This is an optimization exercise on Yosys and OpenROAD, whose aim is small area, not a production implementation. Function was checked by simulation only, so behaviour that the tests miss may differ from the original. Power figures rest on the tool's default switching activity, not on a simulated workload. The clock port is modelled as an ideal driver; clocking choices that lean on that would not hold on a real chip.

## flow/design.v (module list and top-level ports; edited modules follow where they fit)
// module top: 1720 lines
// module fa3: 4 lines
module top(
  input clk,
  input [7:0] sig,
  output signed [7:0] out_1M, out_3M
);
  // ...
==> flow/flow/run.sh <==
#!/bin/bash
# The standard flow, with a clock tree built without dummy loads and
# the smallest buffer on each port.
bash standard.sh CTS_ARGS="-sink_clustering_enable -repair_clock_nets -sink_clustering_size 36 -sink_clustering_max_diameter 60 -buf_list sky130_fd_sc_hd__clkbuf_16 -dont_use_dummy_load" BUFFER_PORTS_ARGS="-buffer_cell sky130_fd_sc_hd__buf_1" finish > standard.log 2>&1
==> flow/standard.sh <==
#!/bin/bash
# synth_recipe.tcl (not shown) runs the flow's synth.tcl, then flattens the netlist and writes it again
# the make line also repeats each setting of config.mk as NAME=value (left out here)
make -C /OpenROAD-flow-scripts/flow DESIGN_CONFIG=/design/flow/config.mk WORK_HOME=/design/flow/orfs CLKGATE_MAP_FILE= SYNTH_SCRIPT=/design/flow/synth_recipe.tcl "${@:-finish}"
==> flow/config.mk <==
export PLATFORM = sky130hd
export DESIGN_NAME = top
export DESIGN_NICKNAME = top
export VERILOG_FILES = /design/flow/design.v
export SDC_FILE = /design/flow/constraint.sdc
export NUM_CORES = 8
export LEC_CHECK = 0
export ABC_AREA = 1
export CAP_MARGIN = 20
export CORE_MARGIN = 2
export CORE_UTILIZATION = 60
export GPL_TIMING_DRIVEN = 0
export PLACE_DENSITY = 0.7
export SLEW_MARGIN = 20
export SYNTH_HIERARCHICAL = 1
export SYNTH_MEMORY_MAX_BITS = 65536
==> flow/constraint.sdc <==
create_clock -name core_clock -period 10.0 [get_ports {clk}]
set_input_delay 2.0000 -clock core_clock [delete_from_list [all_inputs] [get_ports {clk}]]
set_output_delay 2.0000 -clock core_clock [all_outputs]
set_load 0.01 [all_outputs]
==> summary.txt, run 1 <==
top_reg_cell synth=dfxtp_1; VDD IR-drop max=0.260 mV; unrepaired setup endpoints after global routing=no; Seq. cell area=88600 um^2; Synth Area in Adders=11.7%; setup tns final=0 ps; critical path depth=26; Initial Util=60.3%; outcome=complete, no violations; fraction of area in multi-input gates=13.3%; H-tree levels=4; Hold Startpoint=x3[63]; Longest Clk Path Bufs=3; number of sequential cells=4422; fill cell count=12043; commonest non-fill, non-tap cell in the layout=dfxtp_1; Detailed Place HPWL=82000 um; initial antenna violation count=2; worst-margin pin slew=647 ps; number of synthesized flops with an enable pin=8; slowest CP cell=fa_1; Logic inverters=224; Post-Synthesis Cells=5835; part of the power in registers=69.2%; Logic pwr share=0.3%; Data buffer area share=0.304%; Worst Hold Class=reg2reg; top-count cell post-synth=dfxtp_1; Top Ports=25; M1 wire length=65500 um; Final Net Count=6701; largest delay contributor family on the critical path=adder cells; switch share=18.6%; Synth Area in Compound Gates=0.468%; Commonest cells post-synth=4414 x dfxtp_1, 539 x fa_1, 213 x inv_1, 189 x nand2_1, 116 x ha_1; largest net degree at the start of global routing=37; final core occ=64.5%; min Tclk post-route=9470 ps; r2r endpoint=bh[10]; CTS tree=yes; CP endpoint=bh[10]; largest area contributor in the netlist=dfxtp_1
==> run 2, diff against run 1 <==
==> flow/flow/run.sh (replaced) <==
#!/bin/bash
# The standard flow, with a clock tree built without dummy loads and
# the smallest buffer on each port.
bash standard.sh CTS_ARGS="-sink_clustering_enable -repair_clock_nets -sink_clustering_size 32 -sink_clustering_max_diameter 100 -buf_list sky130_fd_sc_hd__clkbuf_16 -dont_use_dummy_load" BUFFER_PORTS_ARGS="-buffer_cell sky130_fd_sc_hd__buf_1" finish > standard.log 2>&1
==> summary.txt, run 2 <==
Worst Hold Class=reg2reg (unchanged); Arrival @ worst endpoint=10100 ps (was 10080 ps); antenna viol nets, final=0 (unchanged); # DRC=0 (unchanged); remaining global-route overflow=0 (unchanged); min Tclk post-route=9420 ps (was 9470 ps); Worst Path Required=10690 ps (was 10610 ps); largest register by flop count=x7 (unchanged); GP Congestion=0.817 (unchanged); switching power total=4.69 mW (was 4.75 mW); Final Net Count=6685 (was 6701); max-cap viol count=0 (unchanged); switch share=18.6% (about the same); WL final=126000 um (was 127000 um); final std cell area, no fill=112000 um^2 (about the same); number of synthesized flops with an enable pin=8 (unchanged); clock share of power=29.6% (was 30.5%); internal power=20.6 mW (was 20.9 mW); Worst-path clk slew=120 ps (about the same); Commonest cells post-synth=4414 x dfxtp_1, 539 x fa_1, 213 x inv_1, 189 x nand2_1, 116 x ha_1 (unchanged); Slew headroom=57.1% (was 56.7%); Overall Global Routing Usage=14.8% (about the same); H-tree levels=4 (unchanged); VDD IR-drop max=0.233 mV (was 0.260 mV); drt first pass iters=4 (was 6); Num CTS Buffers=158 (was 174); layout cells sized above 1=4.02% (was 4.28%); largest net degree at the start of global routing=33 (was 37); IO Port Bufs=21 (unchanged); synthesized flop and latch total=4422 (unchanged); top-count cell post-synth=dfxtp_1 (unchanged); root buffer cell=clkbuf_16 (unchanged); commonest non-fill, non-tap cell in the layout=dfxtp_1 (unchanged); initial drt markers=1905 (was 1764); crit path kind=reg2reg (unchanged); worst-margin pin slew=641 ps (was 647 ps); Die ar.=178000 um^2 (unchanged); worst skew pair latency=830 ps (was 840 ps); Clock Skews=90.0 ps (was 111 ps); mapped cell area=105000 um^2 (unchanged); CTS sink count=4422 (unchanged); Largest register FFs=959 (unchanged); Initial Util=60.3% (unchanged); Yosys top cell area share=84.5% (unchanged); Final Total Pwr=25.3 mW (was 25.6 mW); Synth warnings=7 (unchanged); Placed Area=108000 um^2 (unchanged); Tcrit/Tclk final=94.2% (was 94.7%); largest area contributor in the netlist=dfxtp_1 (unchanged); setup tns final=0 ps (unchanged); # setup viols final=0 (unchanged); DR WL/cell=15.1 um (was 15.2 um); fraction of registers with async set/reset=0% (unchanged); setup ws final=583 ps (was 529 ps); drt via density=4.31 (was 4.32); part of the power in registers=70.1% (was 69.2%); Critical Path Fanout Max=10 (unchanged); Post-Syn Area per Cell=17.9 um^2 (unchanged); Fin. Hold Viols=0 (unchanged); Synth area leaders=dfxtp_1 85%, fa_1 10%, ha_1 1.4% (unchanged); unrepaired setup endpoints after global routing=no (unchanged); vias post-DR=36009 (was 36091); initial antenna violation count=1 (was 2); Top Ports=25 (unchanged); PD cells=227 nW/um^2 (was 229 nW/um^2); core area=173000 um^2 (unchanged); max-slew violations=0 (unchanged); crit path launch type=flop (unchanged); P&R area growth vs syn=6.69% (was 7.07%); top_reg_cell synth=dfxtp_1 (unchanged); sequential area share after synthesis=84.8% (unchanged); Row Count=153 (unchanged); biggest regs=x7 (959), x6 (953), x5 (947) (unchanged); fmax=0.106 GHz (about the same); crit path capture type=flop (unchanged); commonest cells after routing, fill and taps aside=4414 x dfxtp_1, 539 x fa_1, 213 x inv_1, 189 x nand2_1, 158 x clkbuf_16 (was 4414 x dfxtp_1, 539 x fa_1, 213 x inv_1, 189 x nand2_1, 174 x clkbuf_16); vias in the first global route=37565 (was 37686); Logic pwr share=0.3% (about the same); Netlist cell types=44 (unchanged); Longest Clk Path Bufs=3 (unchanged); Die Y=421 um (unchanged); first-pass GRT wire length=206000 um (about the same); outcome=complete, no violations (unchanged); CTS tree=yes (unchanged); Detailed Place HPWL=82000 um (unchanged); Chip Width=421 um (unchanged); pre-CTS WS=-117 ps (unchanged); Leakage=46.5 nW (was 46.7 nW); Post-Synthesis Cells=5835 (unchanged); CTS Hold Buffers Added=0 (unchanged)
==> run 2: per-stage QoR <==
step | instances | hold WS (ps) | utilization (%)
6_report | 8346 | 255 | 64.3
2_1_floorplan | 5836 | 310 | -
3_3_place_gp | 8182 | 310 | 62.0
4_1_cts | 8341 | 250 | 64.3
5_1_grt | 8344 | 256 | 64.3
3_5_place_dp | 8183 | 312 | 62.0
==> run 2: timing repair <==
action | 4_1_cts | 5_1_grt
gates resized for setup | 1 | 3
setup endpoints to repair | 1 | 2
buffers inserted | 0 | 3
cloned | 0 | 0
pin swaps | 0 | 1
==> run 2: worst max-delay path: stages (launching register included) <==
cell	delay [ps]
dfxtp_1	550
nand2_2	160
nor4_1	310
nand4_1	130
buf_4	180
clkbuf_2	270
o21ai_1	360
fa_1	500
fa_1	540
fa_1	430
fa_1	450
fa_1	440
fa_1	520
fa_1	540
inv_1	60
fa_1	460
fa_1	490
inv_1	50
fa_1	390
fa_1	430
fa_1	410
fa_1	490
ha_1	240
fa_1	400
ha_1	220
xnor2_1	130
xor2_1	160
==> run 2: cell type report <==
type | instances | area [um^2]
Tap cell | 2325 | 2910
Timing Repair Buffer | 25 | 109
Antenna cell | 2 | 5.00
Multi-Input combinational cell | 1157 | 14800
Sequential cell | 4422 | 88600
Buffer | 33 | 231
Fill cell | 12076 | 61900
Clock buffer | 158 | 3950
Inverter | 224 | 848
==> run 2: final timing paths <==
check | end | depth (start not counted) | slack, ps | startpoint
min reg2reg | x5[151] | 0 | 260 | x5[150]
max | bh[10] | 26 | 580 | cnt[2]
max reg2reg | bh[10] | 26 | 580 | cnt[2]
min | x5[151] | 0 | 260 | x5[150]
==> run 2: power groups by stage <==
stage / registers, mW / logic [mW] / clock network (mW)
floorplan: 18.1 / 0.0675 / 0
global placement: 18.1 / 0.0898 / 0
detailed placement: 18.1 / 0.0928 / 0
CTS: 17.7 / 0.0930 / 7.75
global route: 17.7 / 0.106 / 8.34
finish: 17.7 / 0.0884 / 7.48
==> run 2: Yosys stat by module, one instance, submodules excluded <==
module | cells | cell area [um^2] | times used
top | 5296 | 93700 | 1
fa3 | 1 | 20.0 | 539
==> run 2: routing by layer <==
metal | up-vias | GRT usage [%] | part of all wire [%]
met4 | 0 | 4.34 | 2.6
met5 | - | 0 | 0
li1 | 18051 | - | -
met2 | 325 | 21.8 | 42
met3 | 196 | 2.70 | 3.1
met1 | 17437 | 22.5 | 52
==> run 2: logic make-up (layout without fill, tap and decap cells) <==
| group | count (synthesis) | in the layout | synth area share [%] |
|---|---|---|---|
| flops | 4422 | 4422 | 84.8 |
| fa+ha+maj | 655 | 655 | 11.7 |
| simple gates | 366 | 366 | 1.60 |
| buf+inv | 257 | 440 | 1.03 |
| compound gates | 88 | 88 | 0.468 |
| xor+xnor | 33 | 33 | 0.284 |
| mux | 12 | 12 | 0.119 |
| other cells | 2 | 5 | 0.00719 |
==> run 3, diff against run 2 <==
==> flow/flow/run.sh (replaced) <==
#!/bin/bash
# The standard flow, with a clock tree built without dummy loads and
# the smallest buffer on each port.
bash standard.sh CTS_ARGS="-sink_clustering_enable -repair_clock_nets -sink_clustering_size 36 -sink_clustering_max_diameter 80 -sink_clustering_buffer sky130_fd_sc_hd__clkbuf_16 -buf_list {sky130_fd_sc_hd__clkbuf_4 sky130_fd_sc_hd__clkbuf_16} -dont_use_dummy_load" BUFFER_PORTS_ARGS="-buffer_cell sky130_fd_sc_hd__buf_1" finish > standard.log 2>&1
==> summary.txt, run 3 <==
Post-Syn Area per Cell=17.9 um^2 (unchanged); Max stage delay on crit path=550 ps (about the same); worst skew pair latency=840 ps (was 830 ps); Detailed Place HPWL=82000 um (unchanged); Worst Path Required=10600 ps (was 10690 ps); drt via density=4.31 (about the same); Fin. Hold Viols=0 (unchanged); synthesized flop and latch total=4422 (unchanged); crit path kind=reg2reg (unchanged); biggest regs=x7 (959), x6 (953), x5 (947) (unchanged); final core occ=64.2% (was 64.3%); drt first pass iters=5 (was 4); crit path capture type=flop (unchanged); # DRC=0 (unchanged); remaining global-route overflow=0 (unchanged); fraction of registers with async set/reset=0% (unchanged); VDD IR-drop max=0.269 mV (was 0.233 mV); vias in the first global route=37515 (was 37565); largest area contributor in the netlist=dfxtp_1 (unchanged); Longest Clk Path Bufs=3 (unchanged); Synth warnings=7 (unchanged); top_reg_cell synth=dfxtp_1 (unchanged); CTS tree=yes (unchanged); # setup viols final=0 (unchanged); CP bufs+invs=2 (was 4); Largest register FFs=959 (unchanged); Worst-path clk slew=120 ps (about the same); WL final=126000 um (about the same); CP endpoint=bh[10] (unchanged); crit path launch type=flop (unchanged); unrepaired setup endpoints after global routing=no (unchanged); largest delay contributor family on the critical path=adder cells (unchanged); Post-Synthesis Cells=5835 (unchanged); worst path cell trace=nand2_2 > nor4_1 > nand4_1 > buf_4 > clkbuf_2 > o21ai_1 > fa_1 > fa_1 > fa_1 > fa_1 > fa_1 > fa_1 > fa_1 > fa_1 > fa_1 > fa_1 > fa_1 > fa_1 > fa_1 > ha_1 > fa_1 > ha_1 > xnor2_1 > xor2_1; Chip Width=421 um (unchanged); worst-margin pin slew=644 ps (was 641 ps); outcome=complete, no violations (unchanged); root buffer cell=clkbuf_16 (unchanged); Netlist cell types=44 (unchanged); Reg2Reg Depth=24 (was 26); critical path depth=24 (was 26); IO Port Bufs=21 (unchanged); launch point of the worst reg-to-reg path=cnt[2] (unchanged); r2r endpoint=bh[10] (unchanged); Final Net Count=6678 (was 6685); GP Congestion=0.817 (unchanged); fmax=0.106 GHz (about the same); largest net degree at the start of global routing=37 (was 33); Initial Util=60.3% (unchanged); Num CTS Buffers=151 (was 158); max-cap viol count=0 (unchanged); layout cells sized above 1=3.91% (was 4.02%); Final Total Pwr=25.1 mW (was 25.3 mW); initial drt markers=1846 (was 1905); Slew headroom=56.9% (was 57.1%); initial antenna violation count=1 (unchanged); DR WL/cell=15.1 um (about the same); Row Count=153 (unchanged); vias post-DR=35900 (was 36009); Synth area leaders=dfxtp_1 85%, fa_1 10%, ha_1 1.4% (unchanged); Critical Path Start=cnt[2] (unchanged); top-count cell post-synth=dfxtp_1 (unchanged); Die Y=421 um (unchanged); Die ar.=178000 um^2 (unchanged); Worst Hold Class=reg2reg (unchanged); WHS=233 ps (was 255 ps); first-pass GRT wire length=205000 um (was 206000 um); core area=173000 um^2 (unchanged); antenna viol nets, final=0 (unchanged); Critical Path Fanout Max=10 (unchanged); min Tclk post-route=9440 ps (was 9420 ps); commonest cells after routing, fill and taps aside=4414 x dfxtp_1, 539 x fa_1, 213 x inv_1, 189 x nand2_1, 151 x clkbuf_16 (was 4414 x dfxtp_1, 539 x fa_1, 213 x inv_1, 189 x nand2_1, 158 x clkbuf_16); commonest non-fill, non-tap cell in the layout=dfxtp_1 (unchanged); Leakage=46.4 nW (was 46.5 nW); max-slew violations=0 (unchanged); number of synthesized flops with an enable pin=8 (unchanged); CP most frequent cell=fa_1 (unchanged); Commonest cells post-synth=4414 x dfxtp_1, 539 x fa_1, 213 x inv_1, 189 x nand2_1, 116 x ha_1 (unchanged); Tcrit/Tclk final=94.4% (was 94.2%); mapped cell area=105000 um^2 (unchanged); Worst R2R Setup Slack=560 ps (was 580 ps); Overall Global Routing Usage=14.7% (was 14.8%); sequential area share after synthesis=84.8% (unchanged); Arrival @ worst endpoint=10050 ps (was 10100 ps); P&R area growth vs syn=6.52% (was 6.69%); setup tns final=0 ps (unchanged); Yosys top cell area share=84.5% (unchanged); slowest CP cell=fa_1 (was dfxtp_1); pre-CTS WS=-117 ps (unchanged); Top Ports=25 (unchanged); CTS sink count=4422 (unchanged); largest register by flop count=x7 (unchanged); PD cells=226 nW/um^2 (was 227 nW/um^2); setup ws final=558 ps (was 583 ps); Clock Skews=121 ps (was 90.0 ps); H-tree levels=4 (unchanged)
==> run 3: repair_timing <==
item | CTS | global route
pin swaps | 0 | 1
endpoints found under the setup margin | 1 | 1
hold buffers | 0 | 0
setup buffers | 0 | 3
gates resized for setup | 1 | 3
gates cloned | 0 | 0
==> run 3: logic make-up after synthesis <==
group | after synthesis | share of synthesized area [%]
mux | 12 | 0.119
xor+xnor | 33 | 0.284
compound gates | 88 | 0.468
simple gates | 366 | 1.60
buf+inv | 257 | 1.03
flops | 4422 | 84.8
other cells | 2 | 0.00719
fa+ha+maj | 655 | 11.7
==> run 3: worst min path at each step <==
stage / depth (start not counted) / slack (ps) / endpoint / from
after floorplan: 0 / 310 / sl[100] / sl[99]
after global placement: 0 / 310 / sl[429] / sl[428]
after detailed placement: 0 / 310 / sl[336] / sl[335]
after CTS: 0 / 230 / x5[151] / x5[150]
after global routing: 0 / 240 / x5[151] / x5[150]
final: 0 / 230 / x5[151] / x5[150]
==> run 3: per-module statistics from Yosys (local to each module, per instance) <==
module | cells | cell area (um^2) | flip-flops and latches
top | 5296 | 93700 | 4422
fa3 | 1 | 20.0 | 0
==> run 3: where the power goes <==
| group | switching, mW | total, mW | internal, mW |
|---|---|---|---|
| combinational | 0.0453 | 0.0881 | 0.0428 |
| clock | 4.58 | 7.32 | 2.74 |
| sequential | 0.0253 | 17.7 | 17.7 |
| total | 4.65 | 25.1 | 20.5 |
==> run 3: area by class of cell <==
type,count,area [um^2]
Sequential cell,4422,88600
Fill cell,12100,62100
Multi-Input combinational cell,1157,14800
Clock buffer,151,3780
Tap cell,2325,2910
Inverter,224,848
Buffer,33,231
Timing Repair Buffer,25,109
Antenna cell,2,5.00
==> run 3: layer usage <==
metal  part of all wire, %  up-vias  routed length (um)  track usage [%]
li1                      -    18052                   -                -
met1                    52    17352               65500             22.4
met2                    42      306               52800             21.6
met3                   3.1      190                3860             2.61
met4                   2.8        0                3490             4.51
met5                     0        -                   0                0
==> run 3: through the flow <==
step | cells | cell area [um^2]
floorplan | 5836 | 105000
global placement | 8182 | 108000
detailed placement | 8183 | 108000
CTS | 8334 | 111000
global route | 8337 | 111000
finish | 8339 | 111000
==> run 4, diff against run 3 <==
==> flow/run.sh (new file) <==
#!/bin/bash
# synth_recipe.tcl (not shown) runs the flow's synth.tcl, then flattens the netlist and writes it again
# the make line also repeats each setting of config.mk as NAME=value (left out here)
make -C /OpenROAD-flow-scripts/flow DESIGN_CONFIG=/design/flow/config.mk WORK_HOME=/design/flow/orfs CLKGATE_MAP_FILE= SYNTH_SCRIPT=/design/flow/synth_recipe.tcl finish
--- a/flow/config.mk
+++ b/flow/config.mk
@@ -10,4 +10,7 @@
 export CORE_MARGIN = 2
 export CORE_UTILIZATION = 60
+export CTS_BUF_LIST = sky130_fd_sc_hd__clkbuf_8
+export CTS_CLUSTER_DIAMETER = 60
+export CTS_CLUSTER_SIZE = 20
 export GPL_TIMING_DRIVEN = 0
 export PLACE_DENSITY = 0.7
removed: flow/flow/run.sh
removed: flow/standard.sh
==> summary.txt, run 4 <==
CP most frequent cell=fa_1 (unchanged); antenna viol nets, final=0 (unchanged); commonest cells after routing, fill and taps aside=4414 x dfxtp_1, 539 x fa_1, 291 x clkbuf_8, 219 x inv_1, 189 x nand2_1 (was 4414 x dfxtp_1, 539 x fa_1, 213 x inv_1, 189 x nand2_1, 151 x clkbuf_16); Final Net Count=6804 (was 6678); Logic pwr share=0.4% (about the same); CTS sink count=4422 (unchanged); top_reg_cell synth=dfxtp_1 (unchanged); vias post-DR=36830 (was 35900); final core occ=64.5% (was 64.2%); worst-margin pin slew=709 ps (was 644 ps); switching power total=4.90 mW (was 4.65 mW); CTS tree=yes (unchanged); VDD IR-drop max=0.178 mV (was 0.269 mV); sequential area share after synthesis=84.8% (unchanged); top sig layer=met5 (was met4); switch share=19.3% (was 18.5%); Overall Global Routing Usage=15.2% (was 14.7%); Worst-path clk slew=110 ps (was 120 ps); Tcrit/Tclk final=92.3% (was 94.4%); fmax=0.108 GHz (was 0.106 GHz); Commonest cells post-synth=4414 x dfxtp_1, 539 x fa_1, 213 x inv_1, 189 x nand2_1, 116 x ha_1 (unchanged); top-count cell post-synth=dfxtp_1 (unchanged); Seq. cell area=88600 um^2 (unchanged); # DRC=0 (unchanged); Detailed Place HPWL=83500 um (was 82000 um); initial antenna violation count=5 (was 1); largest net degree at the start of global routing=22 (was 37); min Tclk post-route=9230 ps (was 9440 ps); WL final=129000 um (was 126000 um); setup ws final=767 ps (was 558 ps); commonest non-fill, non-tap cell in the layout=dfxtp_1 (unchanged); Critical Path Start=cnt[2] (unchanged); setup tns final=0 ps (unchanged); met2 routed WL=54400 um (was 52800 um); Synth area leaders=dfxtp_1 85%, fa_1 10%, ha_1 1.4% (unchanged); final std cell area, no fill=112000 um^2 (was 111000 um^2); Critical Path Fanout Max=11 (was 10); Largest register FFs=959 (unchanged); drt first pass iters=5 (unchanged); clock share of power=29.7% (was 29.2%); first-pass GRT wire length=212000 um (was 205000 um); remaining global-route overflow=0 (unchanged); launch point of the worst reg-to-reg path=cnt[2] (unchanged); Placed Area=108000 um^2 (about the same); Top Ports=25 (unchanged); area of the multi-input gates=14800 um^2 (unchanged); crit path kind=reg2reg (unchanged); Row Count=153 (unchanged); Netlist cell types=44 (unchanged); crit path capture type=flop (unchanged); Num CTS Buffers=279 (was 151); IO Port Bufs=21 (unchanged); Worst R2R Setup Slack=770 ps (was 560 ps); number of synthesized flops with an enable pin=8 (unchanged); initial drt markers=1624 (was 1846); WHS=293 ps (was 233 ps); max-cap viol count=0 (unchanged); PD cells=226 nW/um^2 (about the same); outcome=complete, no violations (unchanged); M1 wire length=64900 um (was 65500 um); Fin. Hold Viols=0 (unchanged); max-slew violations=0 (unchanged); crit path launch type=flop (unchanged); part of the power in registers=69.9% (was 70.5%); slowest CP cell=fa_1 (unchanged); GP Congestion=0.846 (was 0.817); internal power=20.4 mW (was 20.5 mW); Synth warnings=7 (unchanged); Chip Width=421 um (unchanged); Post-Syn Area per Cell=17.9 um^2 (unchanged); mapped cell area=105000 um^2 (unchanged); Worst Path Required=10930 ps (was 10600 ps); Arrival @ worst endpoint=10160 ps (was 10050 ps); worst skew pair latency=1040 ps (was 840 ps); CTS Hold Buffers Added=0 (unchanged); metal3 WL=5070 um (was 3860 um); Initial Util=60.3% (unchanged); synthesized flop and latch total=4422 (unchanged); drt via density=4.33 (was 4.31); largest register by flop count=x7 (unchanged); Max stage delay on crit path=590 ps (was 550 ps); Post-Synthesis Cells=5835 (unchanged); fraction of registers with async set/reset=0% (unchanged); vias in the first global route=39409 (was 37515); Die ar.=178000 um^2 (unchanged); unrepaired setup endpoints after global routing=no (unchanged); largest delay contributor family on the critical path=adder cells (unchanged); layout cells sized above 1=6.36% (was 3.91%); # setup viols final=0 (unchanged); H-tree levels=5 (was 4); Slew headroom=52.4% (was 56.9%); core area=173000 um^2 (unchanged); fill cell count=12008 (was 12100); largest area contributor in the netlist=dfxtp_1 (unchanged); Hold Startpoint=x7[750] (was x5[150]); P&R area growth vs syn=7.11% (was 6.52%); DR WL/cell=15.1 um (about the same); Clock Skews=73.0 ps (was 121 ps); pre-CTS WS=9.77 ps (was -117 ps); Leakage=46.8 nW (was 46.4 nW); Longest Clk Path Bufs=4 (was 3); Worst Hold Class=reg2reg (unchanged); CP bufs+invs=3 (was 2); cts repair resizes=0 (was 1); Yosys top cell area share=84.5% (unchanged); root buffer cell=clkbuf_8 (was clkbuf_16); biggest regs=x7 (959), x6 (953), x5 (947) (unchanged); Die Y=421 um (unchanged)
[run 4: cell counts after synthesis]
Identical to the previous run, type by type.
[run 4: through the flow]
step                power (mW)  std cells
floorplan                 18.2       5836
global placement          18.2       8182
detailed placement        18.2       8183
CTS                       25.7       8502
global route              26.3       8503
finish                    25.3       8506
[run 4: cell type report]
class | instances | area share, %
buffer | 32 | 0.202
tap | 2325 | 2.60
multi-input combinational | 1157 | 13.3
clock buffer | 291 | 3.58
inverter | 224 | 0.758
timing repair buffer | 24 | 0.206
clock inverter | 26 | 0.236
antenna | 5 | 0.0112
sequential | 4422 | 79.2
[run 4: per-layer routing]
metal | vias up | GRT usage, %
met5 | - | 0
met4 | 2 | 5.67
met3 | 305 | 3.21
met2 | 466 | 22.4
met1 | 17777 | 22.4
li1 | 18280 | -
[run 4: power by group through the flow]
stage	sequential, mW	clock (mW)	combinational (mW)
detailed placement	18.1	0	0.105
CTS	17.7	7.87	0.106
finish	17.7	7.54	0.102
global placement	18.1	0	0.101
floorplan	18.1	0	0.0675
global route	17.7	8.48	0.119
[run 4: timing repair]
action | in CTS | in global routing
setup endpoints to repair | 1 | 1
setup buffers | 2 | 0
hold endpoints to repair | 0 | 0
pin swaps | 1 | 0
gates cloned | 0 | 0
[run 4: logic make-up after synthesis]
kind of cell    after synthesis  share of synthesized area, %
fa+ha+maj                   655                          11.7
flops                      4422                          84.8
compound gates               88                         0.468
buf+inv                     257                          1.03
simple gates                366                          1.60
xor+xnor                     33                         0.284
other cells                   2                       0.00719
mux                          12                         0.119
[run 4: final timing paths]
check / end / depth (start not counted)
min reg2reg: x7[751] / 0
min: x7[751] / 0
max reg2reg: bh[10] / 25
max: bh[10] / 25
[run 4: modules after synthesis (local to each module, per instance)]
module / copies in the design / cells
fa3: 539 / 1
top: 1 / 5296
[run 4: worst reg2reg max path, stage by stage, from the launching register on]
cell and delay [ps]:
dfxtp_1 550, nand2_2 160, nor4_1 280, nand4_1 130
buf_4 220, o21ai_0 460, fa_1 590, fa_1 460
fa_1 420, fa_1 480, fa_1 580, fa_1 430
fa_1 500, inv_1 70, fa_1 450, fa_1 500
inv_1 50, fa_1 400, fa_1 420, fa_1 390
fa_1 460, ha_1 220, fa_1 370, ha_1 220
xnor2_1 200, xor2_1 160
==> run 5, diff against run 4 <==
==> flow/flow/run.sh (new file) <==
#!/bin/bash
# The standard flow, with a clock tree built without dummy loads and
# the smallest buffer on each port.
bash standard.sh CTS_ARGS="-sink_clustering_enable -repair_clock_nets -sink_clustering_size 36 -sink_clustering_max_diameter 80 -sink_clustering_buffer sky130_fd_sc_hd__clkbuf_16 -buf_list {sky130_fd_sc_hd__clkbuf_8 sky130_fd_sc_hd__clkbuf_16} -dont_use_dummy_load" BUFFER_PORTS_ARGS="-buffer_cell sky130_fd_sc_hd__buf_1" finish > standard.log 2>&1
==> flow/standard.sh (new file) <==
#!/bin/bash
# synth_recipe.tcl (not shown) runs the flow's synth.tcl, then flattens the netlist and writes it again
# the make line also repeats each setting of config.mk as NAME=value (left out here)
make -C /OpenROAD-flow-scripts/flow DESIGN_CONFIG=/design/flow/config.mk WORK_HOME=/design/flow/orfs CLKGATE_MAP_FILE= SYNTH_SCRIPT=/design/flow/synth_recipe.tcl "${@:-finish}"
--- a/flow/config.mk
+++ b/flow/config.mk
@@ -10,7 +10,4 @@
 export CORE_MARGIN = 2
 export CORE_UTILIZATION = 60
-export CTS_BUF_LIST = sky130_fd_sc_hd__clkbuf_8
-export CTS_CLUSTER_DIAMETER = 60
-export CTS_CLUSTER_SIZE = 20
 export GPL_TIMING_DRIVEN = 0
 export PLACE_DENSITY = 0.7
removed: flow/run.sh
==> summary.txt, run 5 <==
outcome=complete, no violations (unchanged); first-pass GRT wire length=205000 um (was 212000 um); Slew headroom=56.9% (was 52.4%); Worst Path Required=10600 ps (was 10930 ps); Logic pwr share=0.4% (about the same); Leakage=46.4 nW (was 46.8 nW); CTS Hold Buffers Added=0 (unchanged); CP most frequent cell=fa_1 (unchanged); Chip Width=421 um (unchanged); Max stage delay on crit path=550 ps (was 590 ps); max-slew violations=0 (unchanged); Netlist cell types=44 (unchanged); Longest Clk Path Bufs=3 (was 4); fmax=0.106 GHz (was 0.108 GHz); crit path kind=reg2reg (unchanged); Top Ports=25 (unchanged); Arrival @ worst endpoint=10050 ps (was 10160 ps); grt peak-use layer=met1 (was met2); root buffer cell=clkbuf_16 (was clkbuf_8); Yosys top cell area share=84.5% (unchanged); Initial Util=60.3% (unchanged); fraction of registers with async set/reset=0% (unchanged); Die ar.=178000 um^2 (unchanged); vias post-DR=35900 (was 36830); Placed Cells=8183 (unchanged); switching power total=4.65 mW (was 4.90 mW); worst path cell trace=nand2_2 > nor4_1 > nand4_1 > buf_4 > clkbuf_2 > o21ai_1 > fa_1 > fa_1 > fa_1 > fa_1 > fa_1 > fa_1 > fa_1 > fa_1 > fa_1 > fa_1 > fa_1 > fa_1 > fa_1 > ha_1 > fa_1 > ha_1 > xnor2_1 > xor2_1; GP Congestion=0.817 (was 0.846); IO Port Bufs=21 (unchanged); Worst Hold Class=reg2reg (unchanged); core area=173000 um^2 (unchanged); synthesized flop and latch total=4422 (unchanged); Synth warnings=7 (unchanged); Post-Synthesis Cells=5835 (unchanged); VDD IR-drop max=0.269 mV (was 0.178 mV); Post-Syn Area per Cell=17.9 um^2 (unchanged); Largest register FFs=959 (unchanged); Tcrit/Tclk final=94.4% (was 92.3%); commonest cells after routing, fill and taps aside=4414 x dfxtp_1, 539 x fa_1, 213 x inv_1, 189 x nand2_1, 151 x clkbuf_16 (was 4414 x dfxtp_1, 539 x fa_1, 291 x clkbuf_8, 219 x inv_1, 189 x nand2_1); P&R area growth vs syn=6.52% (was 7.11%); Critical Path Fanout Max=10 (was 11); Synth area leaders=dfxtp_1 85%, fa_1 10%, ha_1 1.4% (unchanged); remaining global-route overflow=0 (unchanged); top-count cell post-synth=dfxtp_1 (unchanged); DR WL/cell=15.1 um (about the same); initial drt markers=1846 (was 1624); clock share of power=29.2% (was 29.7%); vias in the first global route=37515 (was 39409); Fin. Hold Viols=0 (unchanged); slowest CP cell=fa_1 (unchanged); met2 usage=21.6% (was 22.4%); Num CTS Buffers=151 (was 279); Overall Global Routing Usage=14.7% (was 15.2%); CTS sink count=4422 (unchanged); worst skew pair latency=840 ps (was 1040 ps); fill cell count=12100 (was 12008); met3 track demand over resource=2.61% (was 3.21%); area of the multi-input gates=14800 um^2 (unchanged); Row Count=153 (unchanged); worst-margin pin slew=644 ps (was 709 ps); antenna viol nets, final=0 (unchanged); Die Y=421 um (unchanged); M1 GR Usage=22.4% (about the same); crit path capture type=flop (unchanged); internal power=20.5 mW (was 20.4 mW); Clock Skews=121 ps (was 73.0 ps); min Tclk post-route=9440 ps (was 9230 ps); layout cells sized above 1=3.91% (was 6.36%); initial antenna violation count=1 (was 5); # setup viols final=0 (unchanged); Seq. cell area=88600 um^2 (unchanged); biggest regs=x7 (959), x6 (953), x5 (947) (unchanged); post-route insts no fill=8339 (was 8506); mapped cell area=105000 um^2 (unchanged); H-tree levels=4 (was 5); Final Net Count=6678 (was 6804); drt first pass iters=5 (unchanged); sequential area share after synthesis=84.8% (unchanged); crit path launch type=flop (unchanged); Commonest cells post-synth=4414 x dfxtp_1, 539 x fa_1, 213 x inv_1, 189 x nand2_1, 116 x ha_1 (unchanged); WL final=126000 um (was 129000 um); part of the power in registers=70.5% (was 69.9%); PD cells=226 nW/um^2 (about the same); largest register by flop count=x7 (unchanged); Worst-path clk slew=120 ps (was 110 ps); drt via density=4.31 (was 4.33); CTS tree=yes (unchanged); top_reg_cell synth=dfxtp_1 (unchanged); largest area contributor in the netlist=dfxtp_1 (unchanged); commonest non-fill, non-tap cell in the layout=dfxtp_1 (unchanged); largest net degree at the start of global routing=37 (was 22); Detailed Place HPWL=82000 um (was 83500 um); unrepaired setup endpoints after global routing=no (unchanged); number of synthesized flops with an enable pin=8 (unchanged); max-cap viol count=0 (unchanged); switch share=18.5% (was 19.3%); # DRC=0 (unchanged); setup tns final=0 ps (unchanged)
-- run 5: cell counts after synthesis --
No cell type changed its count.
-- run 5: cell type report --
type / instances / area share (%)
timing repair buffer: 25 / 0.0978
tap: 2325 / 2.61
clock buffer: 151 / 3.39
multi-input combinational: 1157 / 13.3
inverter: 224 / 0.762
antenna: 2 / 0.00450
sequential: 4422 / 79.6
buffer: 33 / 0.208
-- run 5: power groups by stage --
stage,clock network [mW],logic (mW),registers (mW)
2_1_floorplan,0,0.0675,18.1
3_3_place_gp,0,0.0898,18.1
3_5_place_dp,0,0.0928,18.1
4_1_cts,7.60,0.0930,17.7
5_1_grt,8.16,0.106,17.7
6_report,7.32,0.0881,17.7
-- run 5: worst max-delay path, delay by kind of cell, from the launching register on --
kind,cells,cell delay [ps]
fa+ha+maj,16,7070
buf+inv,2,450
simple gates,3,590
compound gates,1,370
xor+xnor,2,290
flops,1,530
-- run 5: modules after synthesis, one instance, submodules excluded --
module,flip-flops and latches,cell area (um^2),cells inside
top,4422,93700,5296
fa3,0,20.0,1
-- run 5: final timing paths --
path	end	start	slack [ps]	cells after the start
worst max-delay path	bh[10]	cnt[2]	560	24
worst max register to register	bh[10]	cnt[2]	560	24
worst min-delay path	x5[151]	x5[150]	230	0
worst min register to register	x5[151]	x5[150]	230	0
-- run 5: timing repair --
| item | CTS | global route |
|---|---|---|
| gates resized for setup | 1 | 3 |
| pin swaps | 0 | 1 |
| setup buffers | 0 | 3 |
| endpoints found under the setup margin | 1 | 1 |
-- run 5: cell families after synthesis --
family,share of synthesized area (%)
adder cells (fa/ha/maj),11.7
multiplexers,0.119
buffers and inverters,1.03
other,0.00719
AO/OA/AOI/OAI,0.468
XOR/XNOR,0.284
AND/OR/NAND/NOR,1.60
flip-flops,84.8
-- run 5: metrics by stage --
| step | utilization [%] | setup slack [ps] | instance area, um^2 | hold WS [ps] | total power [mW] |
|---|---|---|---|---|---|
| floorplan | - | 1390 | 105000 | 310 | 18.2 |
| global placement | 62.0 | -129 | 108000 | 310 | 18.2 |
| detailed placement | 62.0 | -117 | 108000 | 312 | 18.2 |
| CTS | 64.2 | 44.5 | 111000 | 230 | 25.4 |
| global route | 64.2 | 144 | 111000 | 239 | 26.0 |
| finish | 64.2 | 558 | 111000 | 233 | 25.1 |
-- run 5: routing by layer --
| layer | vias up | share of wire, % |
|---|---|---|
| met5 | - | 0 |
| met4 | 0 | 2.8 |
| met3 | 190 | 3.1 |
| met2 | 306 | 42 |
| met1 | 17352 | 52 |
| li1 | 18052 | - |
==> run 6, diff against run 5 <==
==> flow/flow/run.sh (replaced) <==
#!/bin/bash
# The standard flow, with a clock tree built without dummy loads and
# the smallest buffer on each port.
bash standard.sh CTS_ARGS="-sink_clustering_enable -repair_clock_nets -sink_clustering_size 36 -sink_clustering_max_diameter 80 -buf_list sky130_fd_sc_hd__clkbuf_16 -dont_use_dummy_load" BUFFER_PORTS_ARGS="-buffer_cell sky130_fd_sc_hd__buf_1" finish > standard.log 2>&1
--- a/flow/config.mk
+++ b/flow/config.mk
@@ -9,7 +9,7 @@
 export CAP_MARGIN = 20
 export CORE_MARGIN = 2
-export CORE_UTILIZATION = 60
+export CORE_UTILIZATION = 75
 export GPL_TIMING_DRIVEN = 0
-export PLACE_DENSITY = 0.7
+export PLACE_DENSITY = 0.8
 export SLEW_MARGIN = 20
 export SYNTH_HIERARCHICAL = 1
==> summary.txt, run 6 <==
mapped cell area=105000 um^2 (unchanged); post-synthesis xor/xnor area fraction=0.284% (unchanged); number of synthesized flops with an enable pin=8 (unchanged); sequential area share after synthesis=84.8% (unchanged); top-count cell post-synth=dfxtp_1 (unchanged); Post-Synthesis Cells=5835 (unchanged); post-synthesis mux area share=0.119% (unchanged); last stage reached=detailed placement (3_5_place_dp); fraction of registers with async set/reset=0% (unchanged); Top Ports=25 (unchanged); Post-Synth Simple-Gate Area=1.60% (unchanged); Initial Util=75.8% (was 60.3%); Synth Area in Adders=11.7% (unchanged); outcome=did not finish (was complete, no violations); Synth warnings=7 (unchanged); Chip Width=377 um (was 421 um); synthesized flop and latch total=4422 (unchanged); largest family of logic cells by synthesized area=adder cells (unchanged); Post-Syn Area per Cell=17.9 um^2 (unchanged); Row Count=136 (was 153); GP Congestion=0.884 (was 0.817); error that halted the flow=[ERROR DPL-0033] detailed placement checks failed during check placement.; largest area contributor in the netlist=dfxtp_1 (unchanged); Netlist cell types=44 (unchanged); Synth Area in Compound Gates=0.468% (unchanged); Die Y=377 um (was 421 um); Yosys top cell area share=84.5% (unchanged); Synth area leaders=dfxtp_1 85%, fa_1 10%, ha_1 1.4% (unchanged); Detailed Place HPWL=109000 um (was 82000 um); top_reg_cell synth=dfxtp_1 (unchanged); Commonest cells post-synth=4414 x dfxtp_1, 539 x fa_1, 213 x inv_1, 189 x nand2_1, 116 x ha_1 (unchanged); IO Port Bufs=21 (unchanged)
==> run 6: cell counts after synthesis <==
No cell type changed its count.
==> run 6: cell families after synthesis <==
logic type               after synthesis
flip-flops                          4422
XOR/XNOR                              33
multiplexers                          12
buffers and inverters                257
other                                  2
AO/OA/AOI/OAI                         88
adder cells (fa/ha/maj)              655
AND/OR/NAND/NOR                      366
==> run 6: worst max-delay path by stage <==
stage          startpoint  endpoint  slack (ps)  cells past startpoint
3_3_place_gp       cnt[2]    bh[10]         -60                     25
2_1_floorplan      cnt[2]    bh[10]        1390                     24
==> run 6: Yosys stat by module, one instance, submodules excluded <==
module | times used | flip-flops and latches | area (um^2)
top | 1 | 4422 | 93700
fa3 | 539 | 0 | 20.0
==> run 6: stage by stage <==
step	setup TNS [ps]	hold slack, ps	instances
3_3_place_gp	-60.7	310	7651
2_1_floorplan	0	310	5836
==> run 6: power by group through the flow <==
| stage | clock network (mW) | registers [mW] | logic [mW] |
|---|---|---|---|
| 3_3_place_gp | 0 | 18.1 | 0.0893 |
| 2_1_floorplan | 0 | 18.1 | 0.0675 |
==> run 7, diff against run 6 <==
--- a/flow/config.mk
+++ b/flow/config.mk
@@ -9,7 +9,7 @@
 export CAP_MARGIN = 20
 export CORE_MARGIN = 2
-export CORE_UTILIZATION = 75
+export CORE_UTILIZATION = 85
 export GPL_TIMING_DRIVEN = 0
-export PLACE_DENSITY = 0.8
+export PLACE_DENSITY = 0.9
 export SLEW_MARGIN = 20
 export SYNTH_HIERARCHICAL = 1
==> summary.txt, run 7 <==
outcome=did not finish (unchanged); last stage reached=detailed placement (3_5_place_dp) (unchanged); error that halted the flow=Error: detail_place.tcl, 38 bad optional access (was [ERROR DPL-0033] detailed placement checks failed during check placement.); Die Y=355 um (was 377 um); Commonest cells post-synth=4414 x dfxtp_1, 539 x fa_1, 213 x inv_1, 189 x nand2_1, 116 x ha_1 (unchanged); synthesized flop and latch total=4422 (unchanged); Row Count=128 (was 136); Netlist cell types=44 (unchanged); sequential area share after synthesis=84.8% (unchanged); Post-Synthesis Cells=5835 (unchanged); Post-Syn Area per Cell=17.9 um^2 (unchanged); largest area contributor in the netlist=dfxtp_1 (unchanged); number of synthesized flops with an enable pin=8 (unchanged); fraction of registers with async set/reset=0% (unchanged); top-count cell post-synth=dfxtp_1 (unchanged); mapped cell area=105000 um^2 (unchanged); IO Port Bufs=21 (unchanged); Initial Util=85.8% (was 75.8%); Chip Width=355 um (was 377 um); Synth warnings=7 (unchanged); Top Ports=25 (unchanged); GP Congestion=0.890 (was 0.884); top_reg_cell synth=dfxtp_1 (unchanged); Yosys top cell area share=84.5% (unchanged); Synth area leaders=dfxtp_1 85%, fa_1 10%, ha_1 1.4% (unchanged)
-- run 7: metrics by stage --
stage / power (mW) / TNS, ps / setup slack, ps / instances / hold slack, ps
after floorplan: 18.2 / 0 / 1390 / 5836 / 310
after global placement: 18.2 / -1570 / -768 / 7482 / 309
-- run 7: power groups by stage --
stage | sequential (mW) | clock (mW) | combinational, mW
2_1_floorplan | 18.1 | 0 | 0.0675
3_3_place_gp | 18.1 | 0 | 0.0830
-- run 7: worst max path at each step --
stage / end / slack (ps) / depth (start not counted)
floorplan: bh[10] / 1390 / 24
global placement: bh[10] / -770 / 25
-- run 7: per-module statistics from Yosys, one instance, submodules excluded --
module  flip-flops and latches  cells  area, um^2
top                       4422   5296       93700
fa3                          0      1        20.0
-- run 7: kinds of logic after synthesis --
group | Yosys count | synth area share, %
and+or+nand+nor | 366 | 1.60
adders and majority gates | 655 | 11.7
xor gates and xnor gates | 33 | 0.284
AOI/OAI and AO/OA | 88 | 0.468
muxes | 12 | 0.119
other | 2 | 0.00719
DFF | 4422 | 84.8
buffers and inverters | 257 | 1.03
==> run 8, diff against run 7 <==
--- a/flow/config.mk
+++ b/flow/config.mk
@@ -7,10 +7,10 @@
 export LEC_CHECK = 0
 export ABC_AREA = 1
-export CAP_MARGIN = 20
+export CAP_MARGIN = 0
 export CORE_MARGIN = 2
-export CORE_UTILIZATION = 85
+export CORE_UTILIZATION = 60
 export GPL_TIMING_DRIVEN = 0
-export PLACE_DENSITY = 0.9
-export SLEW_MARGIN = 20
+export PLACE_DENSITY = 0.7
+export SLEW_MARGIN = 0
 export SYNTH_HIERARCHICAL = 1
 export SYNTH_MEMORY_MAX_BITS = 65536
==> summary.txt, run 8 <==
number of synthesized flops with an enable pin=8 (unchanged); remaining global-route overflow=0; min Tclk post-route=9500 ps; top_reg_cell synth=dfxtp_1 (unchanged); initial drt markers=1889; max-cap viol count=0; Longest Clk Path Bufs=3; Tcrit/Tclk final=95.0%; antenna viol nets, final=0; # DRC=0; crit path capture type=flop; DR WL/cell=15.2 um; Critical Path Fanout Max=10; Critical Path Start=cnt[2]; WL final=127000 um; Initial Util=60.3% (was 85.8%); worst skew pair latency=840 ps; P&R area growth vs syn=6.52%; fmax=0.105 GHz; fraction of registers with async set/reset=0% (unchanged); root buffer cell=clkbuf_16; Largest register FFs=959; Detailed Place HPWL=82200 um; CTS tree=yes; Chip Width=421 um (was 355 um); setup ws final=497 ps; sequential area share after synthesis=84.8% (unchanged); crit path launch type=flop; WHS=255 ps; Final Net Count=6678; Top Ports=25 (unchanged); Clock Skews=123 ps; CTS sink count=4422; top-count cell post-synth=dfxtp_1 (unchanged); Worst-path clk slew=110 ps; drt first pass iters=5; Fin. Hold Viols=0; CTS Hold Buffers Added=0; Synth warnings=7 (unchanged); synthesized flop and latch total=4422 (unchanged); vias in the first global route=37674; commonest cells after routing, fill and taps aside=4414 x dfxtp_1, 539 x fa_1, 213 x inv_1, 189 x nand2_1, 151 x clkbuf_16; initial antenna violation count=3; final core occ=64.2%; Netlist cell types=44 (unchanged); VDD IR-drop max=0.217 mV; core area=173000 um^2; Overall Global Routing Usage=14.8%; Post-Synthesis Cells=5835 (unchanged); GP Congestion=0.817 (was 0.890); Die Y=421 um (was 355 um); Die ar.=178000 um^2; largest register by flop count=x7; Hold Startpoint=x4[16]; commonest non-fill, non-tap cell in the layout=dfxtp_1; max-slew violations=0; unrepaired setup endpoints after global routing=no; IO Port Bufs=21 (unchanged); Yosys top cell area share=84.5% (unchanged); largest area contributor in the netlist=dfxtp_1 (unchanged); # setup viols final=0; Post-Syn Area per Cell=17.9 um^2 (unchanged); Arrival @ worst endpoint=10150 ps; crit path kind=reg2reg; PD cells=226 nW/um^2; vias post-DR=35954; Synth area leaders=dfxtp_1 85%, fa_1 10%, ha_1 1.4% (unchanged); drt via density=4.31; pre-CTS WS=-152 ps; Commonest cells post-synth=4414 x dfxtp_1, 539 x fa_1, 213 x inv_1, 189 x nand2_1, 116 x ha_1 (unchanged); H-tree levels=4; setup tns final=0 ps; Slew headroom=57.9%; first-pass GRT wire length=206000 um; Leakage=46.4 nW; Num CTS Buffers=151; Final Total Pwr=25.2 mW; Worst Hold Class=reg2reg; largest net degree at the start of global routing=37; launch point of the worst reg-to-reg path=cnt[2]; worst-margin pin slew=629 ps; layout cells sized above 1=3.91%; mapped cell area=105000 um^2 (unchanged); biggest regs=x7 (959), x6 (953), x5 (947); Row Count=153 (was 128); Worst Path Required=10640 ps; outcome=complete, no violations (was did not finish)
## run 8: path summary, 6_finish.rpt
path                 end  slack (ps)  cells after the start
setup reg to reg  bh[10]         500                     26
hold reg to reg   x4[17]         250                      0
setup / recovery  bh[10]         500                     26
hold / removal    x4[17]         250                      0
## run 8: logic make-up (layout without fill, tap and decap cells)
group	Yosys count	in the layout	synth area share, %
buffers and inverters	257	433	1.03
adders and majority gates	655	655	11.7
muxes	12	12	0.119
and+or+nand+nor	366	366	1.60
DFF	4422	4422	84.8
AOI/OAI and AO/OA	88	88	0.468
xor gates and xnor gates	33	33	0.284
other	2	5	0.00719
## run 8: repair_timing
action                                  in CTS  in global routing
pin swaps                                    0                  1
endpoints found under the setup margin       1                  2
resized for setup                            1                  3
buffers inserted                             0                  3
## run 8: critical path: stages (launching register included)
cell and delay, ps:
dfxtp_1 540, nand2_2 160, nor4_1 330, nand4_1 130
buf_4 180, clkbuf_2 270, o21ai_1 360, fa_1 500
fa_1 560, fa_1 430, fa_1 450, fa_1 440
fa_1 520, fa_1 560, inv_1 60, fa_1 450
fa_1 490, inv_1 50, fa_1 390, fa_1 430
fa_1 410, fa_1 500, ha_1 250, fa_1 400
ha_1 220, xnor2_1 130, xor2_1 160
## run 8: Yosys stat by module, one instance, submodules excluded
module	cells inside	area [um^2]
top	5296	93700
fa3	1	20.0
## run 8: per-layer routing
layer,GRT usage (%),share of wire (%)
met5,0,0
met4,4.21,2.5
met3,2.69,3.2
met2,21.9,42
met1,22.5,52
## run 8: power breakdown
| part | total [mW] | switching [mW] | internal, mW |
|---|---|---|---|
| sequential | 17.7 | 0.0250 | 17.7 |
| combinational | 0.0880 | 0.0451 | 0.0429 |
| clock | 7.35 | 4.61 | 2.74 |
## run 8: layout make-up
type / instances / area (um^2)
Tap cell: 2325 / 2910
Multi-Input combinational cell: 1157 / 14800
Clock buffer: 151 / 3780
Fill cell: 12132 / 62100
Buffer: 33 / 231
Antenna cell: 2 / 5.00
Sequential cell: 4422 / 88600
Inverter: 224 / 848
Timing Repair Buffer: 25 / 109
## run 8: metrics by stage
step,cell area (um^2),instances
2_1_floorplan,105000,5836
3_3_place_gp,108000,8182
3_5_place_dp,108000,8183
4_1_cts,111000,8334
5_1_grt,111000,8337
6_report,111000,8339
==> run 9, diff against run 8 <==
--- a/flow/config.mk
+++ b/flow/config.mk
@@ -7,10 +7,10 @@
 export LEC_CHECK = 0
 export ABC_AREA = 1
-export CAP_MARGIN = 0
+export CAP_MARGIN = 10
 export CORE_MARGIN = 2
 export CORE_UTILIZATION = 60
 export GPL_TIMING_DRIVEN = 0
 export PLACE_DENSITY = 0.7
-export SLEW_MARGIN = 0
+export SLEW_MARGIN = 10
 export SYNTH_HIERARCHICAL = 1
 export SYNTH_MEMORY_MAX_BITS = 65536
==> summary.txt, run 9 <==
Worst Hold Class=reg2reg (unchanged); Longest Clk Path Bufs=3 (unchanged); Initial Util=60.3% (unchanged); worst-margin pin slew=644 ps (was 629 ps); DR WL/cell=15.1 um (was 15.2 um); outcome=complete, no violations (unchanged); layout cells sized above 1=3.91% (unchanged); CTS tree=yes (unchanged); Post-Synthesis Cells=5835 (unchanged); fill cell count=12100 (was 12132); Overall Global Routing Usage=14.7% (was 14.8%); top_reg_cell synth=dfxtp_1 (unchanged); GP Congestion=0.817 (unchanged); largest register by flop count=x7 (unchanged); Hold Startpoint=x5[150] (was x4[16]); Clock Skews=121 ps (was 123 ps); Num CTS Buffers=151 (unchanged); Arrival @ worst endpoint=10050 ps (was 10150 ps); Chip Width=421 um (unchanged); initial antenna violation count=1 (was 3); setup ws final=558 ps (was 497 ps); Reg2Reg Depth=24 (was 26); Detailed Place HPWL=82000 um (was 82200 um); # DRC=0 (unchanged); Worst-path clk slew=120 ps (was 110 ps); drt first pass iters=5 (unchanged); WHS Path Cells=0 (unchanged); CTS Hold Buffers Added=0 (unchanged); Worst Path Required=10600 ps (was 10640 ps); number of synthesized flops with an enable pin=8 (unchanged); WL final=126000 um (was 127000 um); Slew headroom=56.9% (was 57.9%); Critical Path Fanout Max=10 (unchanged); synthesized flop and latch total=4422 (unchanged); pre-CTS WS=-117 ps (was -152 ps); drt via density=4.31 (about the same); Netlist cell types=44 (unchanged); root buffer cell=clkbuf_16 (unchanged); antenna viol nets, final=0 (unchanged); VDD IR-drop max=0.269 mV (was 0.217 mV); remaining global-route overflow=0 (unchanged); Row Count=153 (unchanged); CP most frequent cell=fa_1 (unchanged); WHS=233 ps (was 255 ps); Synth area leaders=dfxtp_1 85%, fa_1 10%, ha_1 1.4% (unchanged); sequential area share after synthesis=84.8% (unchanged); unrepaired setup endpoints after global routing=no (unchanged); PD cells=226 nW/um^2 (about the same); H-tree levels=4 (unchanged); largest area contributor in the netlist=dfxtp_1 (unchanged); Largest register FFs=959 (unchanged); CTS sink count=4422 (unchanged); commonest non-fill, non-tap cell in the layout=dfxtp_1 (unchanged); Critical Path Start=cnt[2] (unchanged); mapped cell area=105000 um^2 (unchanged); crit path launch type=flop (unchanged); CP bufs+invs=2 (was 4); Die ar.=178000 um^2 (unchanged); top-count cell post-synth=dfxtp_1 (unchanged); Post-Syn Area per Cell=17.9 um^2 (unchanged); vias in the first global route=37515 (was 37674); Die Y=421 um (unchanged); Seq. cell area=88600 um^2 (unchanged); fraction of registers with async set/reset=0% (unchanged); Final Net Count=6678 (unchanged); slowest CP cell=fa_1 (unchanged); Yosys top cell area share=84.5% (unchanged); max-cap viol count=0 (unchanged); fmax=0.106 GHz (was 0.105 GHz); Top Ports=25 (unchanged); vias post-DR=35900 (was 35954); launch point of the worst reg-to-reg path=cnt[2] (unchanged); IO Port Bufs=21 (unchanged); Fin. Hold Viols=0 (unchanged); worst skew pair latency=840 ps (about the same); initial drt markers=1846 (was 1889); max-slew violations=0 (unchanged); crit path capture type=flop (unchanged); largest net degree at the start of global routing=37 (unchanged); # setup viols final=0 (unchanged); core area=173000 um^2 (unchanged); commonest cells after routing, fill and taps aside=4414 x dfxtp_1, 539 x fa_1, 213 x inv_1, 189 x nand2_1, 151 x clkbuf_16 (unchanged); crit path kind=reg2reg (unchanged); largest delay contributor family on the critical path=adder cells (unchanged); biggest regs=x7 (959), x6 (953), x5 (947) (unchanged); setup tns final=0 ps (unchanged); first-pass GRT wire length=205000 um (was 206000 um); Leakage=46.4 nW (unchanged); r2r endpoint=bh[10] (unchanged); Max stage delay on crit path=550 ps (was 560 ps); Worst R2R Setup Slack=560 ps (was 500 ps); Tcrit/Tclk final=94.4% (was 95.0%); P&R area growth vs syn=6.52% (unchanged); min Tclk post-route=9440 ps (was 9500 ps); worst path cell trace=nand2_2 > nor4_1 > nand4_1 > buf_4 > clkbuf_2 > o21ai_1 > fa_1 > fa_1 > fa_1 > fa_1 > fa_1 > fa_1 > fa_1 > fa_1 > fa_1 > fa_1 > fa_1 > fa_1 > fa_1 > ha_1 > fa_1 > ha_1 > xnor2_1 > xor2_1; Synth warnings=7 (unchanged); area of the multi-input gates=14800 um^2 (unchanged); Hold EP=x5[151] (was x4[17]); Commonest cells post-synth=4414 x dfxtp_1, 539 x fa_1, 213 x inv_1, 189 x nand2_1, 116 x ha_1 (unchanged)
==> run 9: cell counts in the layout (fill, tap and decap cells not counted) <==
Identical to the previous run, type by type.
==> run 9: per-module statistics from Yosys, one instance, submodules excluded <==
| module | times used | area, um^2 |
|---|---|---|
| top | 1 | 93700 |
| fa3 | 539 | 20.0 |
==> run 9: timing repair <==
| action | CTS | global route |
|---|---|---|
| gates resized for setup | 1 | 3 |
| cloned | 0 | 0 |
| pin swaps | 0 | 1 |
| setup endpoints to repair | 1 | 1 |
| buffers inserted | 0 | 3 |
==> run 9: final cells by class <==
type,count,share of cell area (%)
repair buffers,25,0.0978
diodes,2,0.00450
well taps,2325,2.61
plain buffers,33,0.208
clock buffers,151,3.39
inverters,224,0.762
multi-input cells,1157,13.3
flip-flops and latches,4422,79.6
==> run 9: cell families after synthesis <==
logic type	count (synthesis)	share of synthesized area [%]
flip-flops	4422	84.8
adder cells (fa/ha/maj)	655	11.7
AND/OR/NAND/NOR	366	1.60
buffers and inverters	257	1.03
AO/OA/AOI/OAI	88	0.468
XOR/XNOR	33	0.284
multiplexers	12	0.119
other	2	0.00719
==> run 9: worst max path at each step <==
stage | end | cells after the start
3_5_place_dp | bh[10] | 25
4_1_cts | bh[10] | 23
6_report | bh[10] | 24
3_3_place_gp | bh[10] | 23
5_1_grt | bh[10] | 24
2_1_floorplan | bh[10] | 24
==> run 9: through the flow <==
step           area (um^2)  power (mW)  std cells  utilization [%]
5_1_grt             111000        26.0       8337             64.2
3_3_place_gp        108000        18.2       8182             62.0
3_5_place_dp        108000        18.2       8183             62.0
6_report            111000        25.1       8339             64.2
4_1_cts             111000        25.4       8334             64.2
2_1_floorplan       105000        18.2       5836                -
==> run 9: where the power goes <==
group	leakage (nW)	total [mW]	internal (mW)	switching (mW)
Sequential	35.7	17.7	17.7	0.0253
Combinational	8.78	0.0881	0.0428	0.0453
Clock	1.86	7.32	2.74	4.58
Total	46.4	25.1	20.5	4.65
==> run 9: worst register-to-register path, stage by stage, from the launching register on <==
cell and delay, ps:
dfxtp_1 530, nand2_2 160, nor4_1 310, nand4_1 130
buf_4 180, clkbuf_2 270, o21ai_1 370, fa_1 500
fa_1 550, fa_1 430, fa_1 510, fa_1 530
fa_1 430, fa_1 440, fa_1 500, fa_1 530
fa_1 460, fa_1 430, fa_1 410, fa_1 490
ha_1 240, fa_1 400, ha_1 220, xnor2_1 130
xor2_1 160
==> run 9: layer usage <==
metal  up-vias  GRT usage [%]  wire [um]
met2       306           21.6      52800
met1     17352           22.4      65500
li1      18052              -          -
met4         0           4.51       3490
met5         -              0          0
met3       190           2.61       3860
==> run 10, diff against run 9 <==
--- a/flow/config.mk
+++ b/flow/config.mk
@@ -7,10 +7,10 @@
 export LEC_CHECK = 0
 export ABC_AREA = 1
-export CAP_MARGIN = 10
+export CAP_MARGIN = 20
 export CORE_MARGIN = 2
 export CORE_UTILIZATION = 60
 export GPL_TIMING_DRIVEN = 0
 export PLACE_DENSITY = 0.7
-export SLEW_MARGIN = 10
+export SLEW_MARGIN = 20
 export SYNTH_HIERARCHICAL = 1
 export SYNTH_MEMORY_MAX_BITS = 65536
==> summary.txt, run 10 <==
outcome=complete, no violations (unchanged); CTS tree=yes (unchanged); final core occ=64.2% (unchanged); min Tclk post-route=9440 ps (unchanged); GP Congestion=0.817 (unchanged); CTS sink count=4422 (unchanged); fraction of registers with async set/reset=0% (unchanged); Synth warnings=7 (unchanged); sequential area share after synthesis=84.8% (unchanged); first-pass GRT wire length=205000 um (unchanged); Die ar.=178000 um^2 (unchanged); Worst Path Required=10600 ps (about the same); # DRC=0 (unchanged); worst-margin pin slew=644 ps (unchanged); largest delay contributor family on the critical path=adder cells (unchanged); Largest register FFs=959 (unchanged); Overall Global Routing Usage=14.7% (unchanged); Clock Skews=121 ps (unchanged); number of synthesized flops with an enable pin=8 (unchanged); WHS=233 ps (unchanged); Netlist cell types=44 (unchanged); IO Port Bufs=21 (unchanged); CP most frequent cell=fa_1 (unchanged); initial drt markers=1846 (unchanged); synthesized flop and latch total=4422 (unchanged); drt via density=4.31 (unchanged); max-cap viol count=0 (unchanged); crit path launch type=flop (unchanged); layout cells sized above 1=3.91% (unchanged); slowest CP cell=fa_1 (unchanged); Top Ports=25 (unchanged); mapped cell area=105000 um^2 (unchanged); Worst Hold Class=reg2reg (unchanged); remaining global-route overflow=0 (unchanged); Initial Util=60.3% (unchanged); commonest non-fill, non-tap cell in the layout=dfxtp_1 (unchanged); biggest regs=x7 (959), x6 (953), x5 (947) (unchanged); crit path capture type=flop (unchanged); crit path kind=reg2reg (unchanged); VDD IR-drop max=0.269 mV (unchanged); fmax=0.106 GHz (unchanged); # setup viols final=0 (unchanged); P&R area growth vs syn=6.52% (unchanged); Commonest cells post-synth=4414 x dfxtp_1, 539 x fa_1, 213 x inv_1, 189 x nand2_1, 116 x ha_1 (unchanged); root buffer cell=clkbuf_16 (unchanged); Final Net Count=6678 (unchanged); WL final=126000 um (unchanged); Max stage delay on crit path=550 ps (about the same); CP bufs+invs=2 (unchanged); Chip Width=421 um (unchanged); Post-Syn Area per Cell=17.9 um^2 (unchanged); Leakage=46.4 nW (unchanged); commonest cells after routing, fill and taps aside=4414 x dfxtp_1, 539 x fa_1, 213 x inv_1, 189 x nand2_1, 151 x clkbuf_16 (unchanged); vias in the first global route=37515 (unchanged); Fin. Hold Viols=0 (unchanged); Die Y=421 um (unchanged); largest area contributor in the netlist=dfxtp_1 (unchanged); unrepaired setup endpoints after global routing=no (unchanged); Num CTS Buffers=151 (unchanged); Final Total Pwr=25.1 mW (unchanged); worst path cell trace=nand2_2 > nor4_1 > nand4_1 > buf_4 > clkbuf_2 > o21ai_1 > fa_1 > fa_1 > fa_1 > fa_1 > fa_1 > fa_1 > fa_1 > fa_1 > fa_1 > fa_1 > fa_1 > fa_1 > fa_1 > ha_1 > fa_1 > ha_1 > xnor2_1 > xor2_1 (unchanged); top_reg_cell synth=dfxtp_1 (unchanged); drt first pass iters=5 (unchanged); H-tree levels=4 (unchanged); vias post-DR=35900 (unchanged); Detailed Place HPWL=82000 um (unchanged); Synth area leaders=dfxtp_1 85%, fa_1 10%, ha_1 1.4% (unchanged); DR WL/cell=15.1 um (unchanged); antenna viol nets, final=0 (unchanged); Yosys top cell area share=84.5% (unchanged); Longest Clk Path Bufs=3 (unchanged); top-count cell post-synth=dfxtp_1 (unchanged); Slew headroom=56.9% (unchanged); largest register by flop count=x7 (unchanged); Tcrit/Tclk final=94.4% (unchanged); worst skew pair latency=840 ps (about the same); Post-Synthesis Cells=5835 (unchanged); Row Count=153 (unchanged); Critical Path Fanout Max=10 (unchanged); core area=173000 um^2 (unchanged); PD cells=226 nW/um^2 (unchanged); Arrival @ worst endpoint=10050 ps (about the same); max-slew violations=0 (unchanged); largest net degree at the start of global routing=37 (unchanged); initial antenna violation count=1 (unchanged); Worst-path clk slew=120 ps (about the same)
-- run 10: cell counts after synthesis --
No cell type changed its count.
-- run 10: cells by family after synthesis --
| group | Yosys count | synth area share (%) |
|---|---|---|
| other | 2 | 0.00719 |
| muxes | 12 | 0.119 |
| DFF | 4422 | 84.8 |
| xor gates and xnor gates | 33 | 0.284 |
| and+or+nand+nor | 366 | 1.60 |
| buffers and inverters | 257 | 1.03 |
| AOI/OAI and AO/OA | 88 | 0.468 |
| adders and majority gates | 655 | 11.7 |
-- run 10: layer usage --
| metal | part of all wire [%] | GRT usage, % | vias up |
|---|---|---|---|
| met2 | 42 | 21.6 | 306 |
| met3 | 3.1 | 2.61 | 190 |
| met5 | 0 | 0 | - |
| met1 | 52 | 22.4 | 17352 |
| li1 | - | - | 18052 |
| met4 | 2.8 | 4.51 | 0 |
-- run 10: cell type report --
| class | count | area, um^2 |
|---|---|---|
| Antenna cell | 2 | 5.00 |
| Buffer | 33 | 231 |
| Clock buffer | 151 | 3780 |
| Fill cell | 12100 | 62100 |
| Inverter | 224 | 848 |
| Multi-Input combinational cell | 1157 | 14800 |
| Sequential cell | 4422 | 88600 |
| Tap cell | 2325 | 2910 |
| Timing Repair Buffer | 25 | 109 |
-- run 10: modules after synthesis (local to each module, per instance) --
| module | cells | times used |
|---|---|---|
| top | 5296 | 1 |
| fa3 | 1 | 539 |
-- run 10: final timing paths --
kind | from | end | slack [ps] | cells after the start
setup reg to reg | cnt[2] | bh[10] | 560 | 24
setup / recovery | cnt[2] | bh[10] | 560 | 24
hold / removal | x5[150] | x5[151] | 230 | 0
hold reg to reg | x5[150] | x5[151] | 230 | 0
-- run 10: stage by stage --
stage	TNS, ps	cell area [um^2]	worst slack, ps	cells
global route	0	111000	144	8337
CTS	0	111000	44.5	8334
detailed placement	-117	108000	-117	8183
finish	0	111000	558	8339
global placement	-129	108000	-129	8182
floorplan	0	105000	1390	5836
-- run 10: repair_timing --
action	in CTS	in global routing
setup endpoints to repair	1	1
setup buffers	0	3
hold buffers	0	0
pin swaps	0	1
resized for setup	1	3
-- run 10: where the power goes --
| part | switching [mW] | internal (mW) | total [mW] |
|---|---|---|---|
| clock | 4.58 | 2.74 | 7.32 |
| sequential | 0.0253 | 17.7 | 17.7 |
| combinational | 0.0453 | 0.0428 | 0.0881 |

port drivers added, routing unchanged:
The results above use ideal ports. As a check the final layouts listed here were re-extracted and re-timed, cells and wires unchanged.
Step 1, drivers: a clkbuf_16 drives clk and a buf_2 each remaining input, both assumed.
Step 2 also shifts input and output timing later by t, the mid clock arrival at the registers, as if the neighbouring blocks saw the same clock.
a / b / c = ideal / step 1 / step 2; a / b = the first two.
run	t, ns	setup WS [ns]	hold slack, ns	cell pins on the clock port's net
run 1	0.857	0.529 / 0.529 / 0.529	0.252 / 0.252 / 0.252	1
run 2	0.859	0.583 / 0.583 / 0.583	0.255 / 0.255 / 0.255	1
run 3	0.855	0.558 / 0.558 / 0.558	0.233 / 0.233 / 0.233	1
run 4	1.071	0.767 / 0.767 / 0.767	0.293 / 0.293 / 0.293	1
run 5	0.855	0.558 / 0.558 / 0.558	0.233 / 0.233 / 0.233	1
run 8	0.856	0.497 / 0.497 / 0.497	0.255 / 0.255 / 0.255	1
run 9	0.855	0.558 / 0.558 / 0.558	0.233 / 0.233 / 0.233	1
run 10	0.855	0.558 / 0.558 / 0.558	0.233 / 0.233 / 0.233	1
After both steps setup and hold are still met in every run listed.
